Background: an optimization exercise with open tools, aiming at small area, a short achievable clock period and few clock cycles per item. Do not read the settings as production practice. The RTL was checked by simulation tests, not by an equivalence proof against the original design.

Setup of run a:
// geofence
module geofence (clk, reset, X, Y, R, valid, is_inside);
input clk;
input reset;
input [9:0] X;
input [9:0] Y;
input [10:0] R;
output reg valid;
output reg is_inside;
reg [5:0] n;                        
wire [5:0] n_n = (n == 6'd37) ? 6'd0 : n + 6'd1;
reg [2:0] g;                        
wire [2:0] g_n = (n == 6'd37 || g == 3'd5) ? 3'd0 : g + 3'd1;
reg inph;
reg [30:0] ring [0:5];              
reg [9:0] X0, Y0;
integer k;
always @(posedge clk) begin
    for (k = 0; k < 5; k = k + 1) ring[k] <= ring[k+1];
    ring[5] <= inph ? {X, Y, R} : ring[0];
    if (n == 6'd0) begin X0 <= X; Y0 <= Y; end
end
function [2:0] posof;               
    input [2:0] j;
    input [2:0] gg;
    reg [3:0] d;
    begin
        d = {1'b0, j} + 4'd6 - {1'b0, gg};
        posof = (d >= 4'd6) ? d[2:0] - 3'd6 : d[2:0];
    end
endfunction
reg [2:0] rk1, rk2, rk3, rk4, rk5;
wire [2:0] rf1, rf2, rf3, rf4, rf5;    
function [2:0] lsel;                
    input [2:0] r;
    begin
        lsel = (rf1 == r) ? 3'd1 : (rf2 == r) ? 3'd2 : (rf3 == r) ? 3'd3 :
               (rf4 == r) ? 3'd4 : 3'd5;
    end
endfunction
reg [5:0] selA, selB;               
reg       amb;                      
wire      bef;
wire       sw = amb & ~bef;
wire [5:0] selBe = {selB[5:4], selB[3] | sw, selB[2] & ~sw, selB[1:0]};
reg [30:0] pA, pB;
integer kk;
always @(*) begin
    pA = 31'd0; pB = 31'd0;
    for (kk = 0; kk < 6; kk = kk + 1) begin
        pA = pA | (ring[kk] & {{20{selA[kk]}}, 11'd0});    
        pB = pB | (ring[kk] & {31{selBe[kk]}});
    end
end
wire [9:0]  ax = pA[30:21], ay = pA[20:11];
wire [9:0]  bx = pB[30:21], by = pB[20:11];
wire [10:0] br = pB[10:0];
reg tadd, afst, rld, sload, smul, scmp, aph, sph, eph, uvl, aqsh, aacc, tsel, fin, radsum, radodd;
  ...
Size in the first run: about 510 flip-flops, about 35 I/O pins, about 34000 sq um of cells after synthesis.
export LEC_CHECK = 0
export ABC_AREA = 1
export CAP_MARGIN = 20
export CORE_MARGIN = 2
export CORE_UTILIZATION = 55
export CTS_CLUSTER_DIAMETER = 100
export CTS_CLUSTER_SIZE = 20
export SLEW_MARGIN = 20
create_clock -name core_clock -period 25.0 [get_ports {clk}]
standard.sh (not shown) runs the stock make flow with config.mk's settings and CLKGATE_MAP_FILE= SYNTH_SCRIPT=/design/flow/synth_recipe.tcl, a recipe that flattens the netlist after the stock synthesis.
==> flow/flow/run.sh <==
#!/bin/bash
# Standard ORFS layout at the design's clock and constraints, with two changes:
# the ports are buffered with a plain buf_2 (instead of the delay buffer
# buffer_ports picks by default), and repair_timing is asked for 19 ns of
# setup margin so that it also works on paths that already meet the clock.
set -euo pipefail
export BUFFER_PORTS_ARGS="-buffer_cell sky130_fd_sc_hd__buf_2"
export SETUP_SLACK_MARGIN=19
bash standard.sh > standard.log 2>&1
Testbench counts of run a, summed over its fixed seeds: cycles 60,800, items 1,600.
Here is what was changed in the inputs of run b compared with run a.
diff --git a/flow/design.v b/flow/design.v
--- a/flow/design.v
+++ b/flow/design.v
@@ -43,22 +43,23 @@
 wire       sw = amb & ~bef;
 wire [5:0] selBe = {selB[5:4], selB[3] | sw, selB[2] & ~sw, selB[1:0]};
 reg [30:0] pA, pB;
 integer kk;
 always @(*) begin
     pA = 31'd0; pB = 31'd0;
     for (kk = 0; kk < 6; kk = kk + 1) begin
-        pA = pA | (ring[kk] & {{20{selA[kk]}}, 11'd0});    
+        pA = pA | (ring[kk] & {31{selA[kk]}});
         pB = pB | (ring[kk] & {31{selBe[kk]}});
     end
 end
 wire [9:0]  ax = pA[30:21], ay = pA[20:11];
+wire [10:0] ar = pA[10:0];
 wire [9:0]  bx = pB[30:21], by = pB[20:11];
 wire [10:0] br = pB[10:0];
-reg tadd, afst, rld, sload, smul, scmp, aph, sph, eph, uvl, aqsh, aacc, tsel, fin, radsum, radodd;
+reg rld, sload, smul, scmp, aph, sph, eph, uvl, aqsh, aacc, tsel, fin, radsum, radodd;
 reg [3:0] asel;                     
 function [5:0] pairof;
     input [5:0] nn;
     case (nn)
         6'd3:  pairof = {3'd1, 3'd2};
         6'd4:  pairof = {3'd1, 3'd3};
         6'd5:  pairof = {3'd2, 3'd3};
@@ -115,16 +116,14 @@
     aph    <= cph_n && (cn <= 6'd5);
     sph    <= cph_n && (cn >= 6'd6) && (cn <= 6'd16) && !cn[0];
     eph    <= cph_n && (cn >= 6'd7) && (cn <= 6'd17) && cn[0];
     uvl    <= cph_n && (cn >= 6'd11) && (cn <= 6'd21) && cn[0];
     aqsh   <= cph_n && (cn >= 6'd5) && (cn <= 6'd10);
     aacc   <= cph_n && (cn >= 6'd8) && (cn <= 6'd18) && !cn[0];
     tsel   <= cph_n && (cn >= 6'd12) && (cn <= 6'd22) && !cn[0];
-    tadd   <= cph_n && (cn >= 6'd14) && (cn <= 6'd22) && !cn[0];    
-    afst   <= cph_n && (cn == 6'd8);                                
     fin    <= cph_n && (cn == 6'd22);
     radsum <= (cn <= 6'd7);
     radodd <= cn[0];
     case (cn)
         6'd6, 6'd16, 6'd17:        asel <= 4'b0001;
         6'd7, 6'd8, 6'd14, 6'd15:  asel <= 4'b0010;
         6'd9, 6'd10, 6'd12, 6'd13: asel <= 4'b0100;
@@ -133,15 +132,15 @@
 end
 reg  [10:0] oa1, ob1, ob2;
 reg  [10:0] oa2;
 reg  [21:0] m1r;
 reg  [21:0] A, T;
 reg  [21:0] m2r;
 wire [21:0] m1, m2;
-mul_s11x11a u_m1 (.a(oa1), .b(ob1), .c(tadd ? T : 22'd0), .p(m1));    
+mul_s11x11a u_m1 (.a(oa1), .b(ob1), .c(tsel ? T : 22'd0), .p(m1));    
 mul_s11x11 u_m2 (.a(oa2), .b(ob2), .p(m2));
 wire signed [21:0] sm1r = m1r, sm2r = m2r;
 assign bef = sm1r > sm2r;             
 always @(posedge clk) begin
     if (n <= 6'd3) begin
         rk1 <= 3'd0; rk2 <= 3'd0; rk3 <= 3'd0; rk4 <= 3'd0; rk5 <= 3'd0;
     end else begin
@@ -152,15 +151,15 @@
 wire [2:0] win = bef ? dij[2:0] : dij[5:3];     
 assign rf1 = rk1 + {2'd0, scmp && win == 3'd1};
 assign rf2 = rk2 + {2'd0, scmp && win == 3'd2};
 assign rf3 = rk3 + {2'd0, scmp && win == 3'd3};
 assign rf4 = rk4 + {2'd0, scmp && win == 3'd4};
 assign rf5 = rk5 + {2'd0, scmp && win == 3'd5};
 wire [21:0] Asum;
-bk22 u_A (.a(radsum ? m1r : afst ? 22'd0 : A), .b(m2r), .cin(1'b0), .s(Asum), .co());
+bk22 u_A (.a(radsum ? {2'b00, m1r[19:0]} : A), .b(radsum ? {2'b00, m2r[19:0]} : m2r), .cin(1'b0), .s(Asum), .co());
 wire [19:0] rad = radsum ? Asum[19:0] : (radodd ? m2r[19:0] : m1r[19:0]);
 function [22:0] nrstep;    
     input [12:0] r;
     input [9:0]  q;
     input [1:0]  b;
     input [3:0]  j;
     reg [12:0] rn, m;
@@ -215,19 +214,22 @@
 bk22 u_ge (.a({1'b0, A[21:1]}), .b(~m1), .cin(1'b1), .s(), .co(ge));
 always @(posedge clk) begin
     oa1 <= (sload | aph) ? x1 : uvl ? {1'b0, qout} : {1'b0, Sn};
     ob1 <= sload ? y2 : aph ? x1 : uvl ? {1'b0, s3[9:0]} : e12;
     oa2 <= (sload | aph) ? y1 : eph ? e12 : {~x2[10], x2[9:0]};
     ob2 <= sload ? x2 : aph ? y1 : eph ? e3n : y2;
     m1r <= m1[21:0];
-    if (rld) begin ri <= (n == 6'd14) ? ring[4][10:0] : rj; rj <= br; end
+    if (rld) begin ri <= ar; rj <= br; end
     m2r <= m2[21:0];
     if (aqsh) begin aq0 <= qout; aq1 <= aq0; aq2 <= aq1; aq3 <= aq2; end
-    if (aacc) A <= Asum;
-    if (tsel) T <= m1;
+    if (n <= 6'd13) begin A <= 22'd0; T <= 22'd0; end
+    else begin
+        if (aacc) A <= Asum;
+        if (tsel) T <= m1;
+    end
     is_inside <= ge;                 
 end
 endmodule
 module mul_s11x11a (a, b, c, p);
 input [10:0] a;
 input [10:0] b;
 input [21:0] c;
Relative slew slack: run b higher than run a. Every run (run b and run a) finished clean. Compared with run a, run b shows area of all placed cells without fillers higher by 2.4%. Taking run a as the reference, in run b detailed-router iteration count before antenna repair shows a reduction of 2; area growth from synthesis to layout shows an increase of 0.81 points. Diff run a -> run b: via count picked up an extra 566; non-clock buffer count increased by 14 relative to the old numbers.
Testbench counts of run b, summed over its fixed seeds: cycles 60,800, items 1,600.

==> separate check: timing with driven ports <==
The results above use ideal ports. As a check the final layouts listed here were re-extracted and re-timed, cells and wires unchanged.
Step 1, drivers: a clkbuf_16 drives clk and a buf_2 each remaining input, both assumed.
Step 2, shift: input delay + t, output delay - t, t = (earliest + latest rising clock arrival at the registers) / 2. This alone moves slack from input paths to output paths.
a / b / c = no drivers / after step 1 / after step 2; a / b = the first two.
run | t, ns | slack for setup (ns) | latest minus earliest clock arrival (ns) | worst data-port slew with drivers (ns) | cell pins on the clock port's net
run a | 0.675 | 18.898 / 18.832 / 19.305 | 0.023 / 0.023 | 0.04 | 1
run b | 0.642 | 18.925 / 18.856 / 19.246 | 0.033 / 0.034 | 0.05 | 1
After both steps every run listed still meets setup and hold.
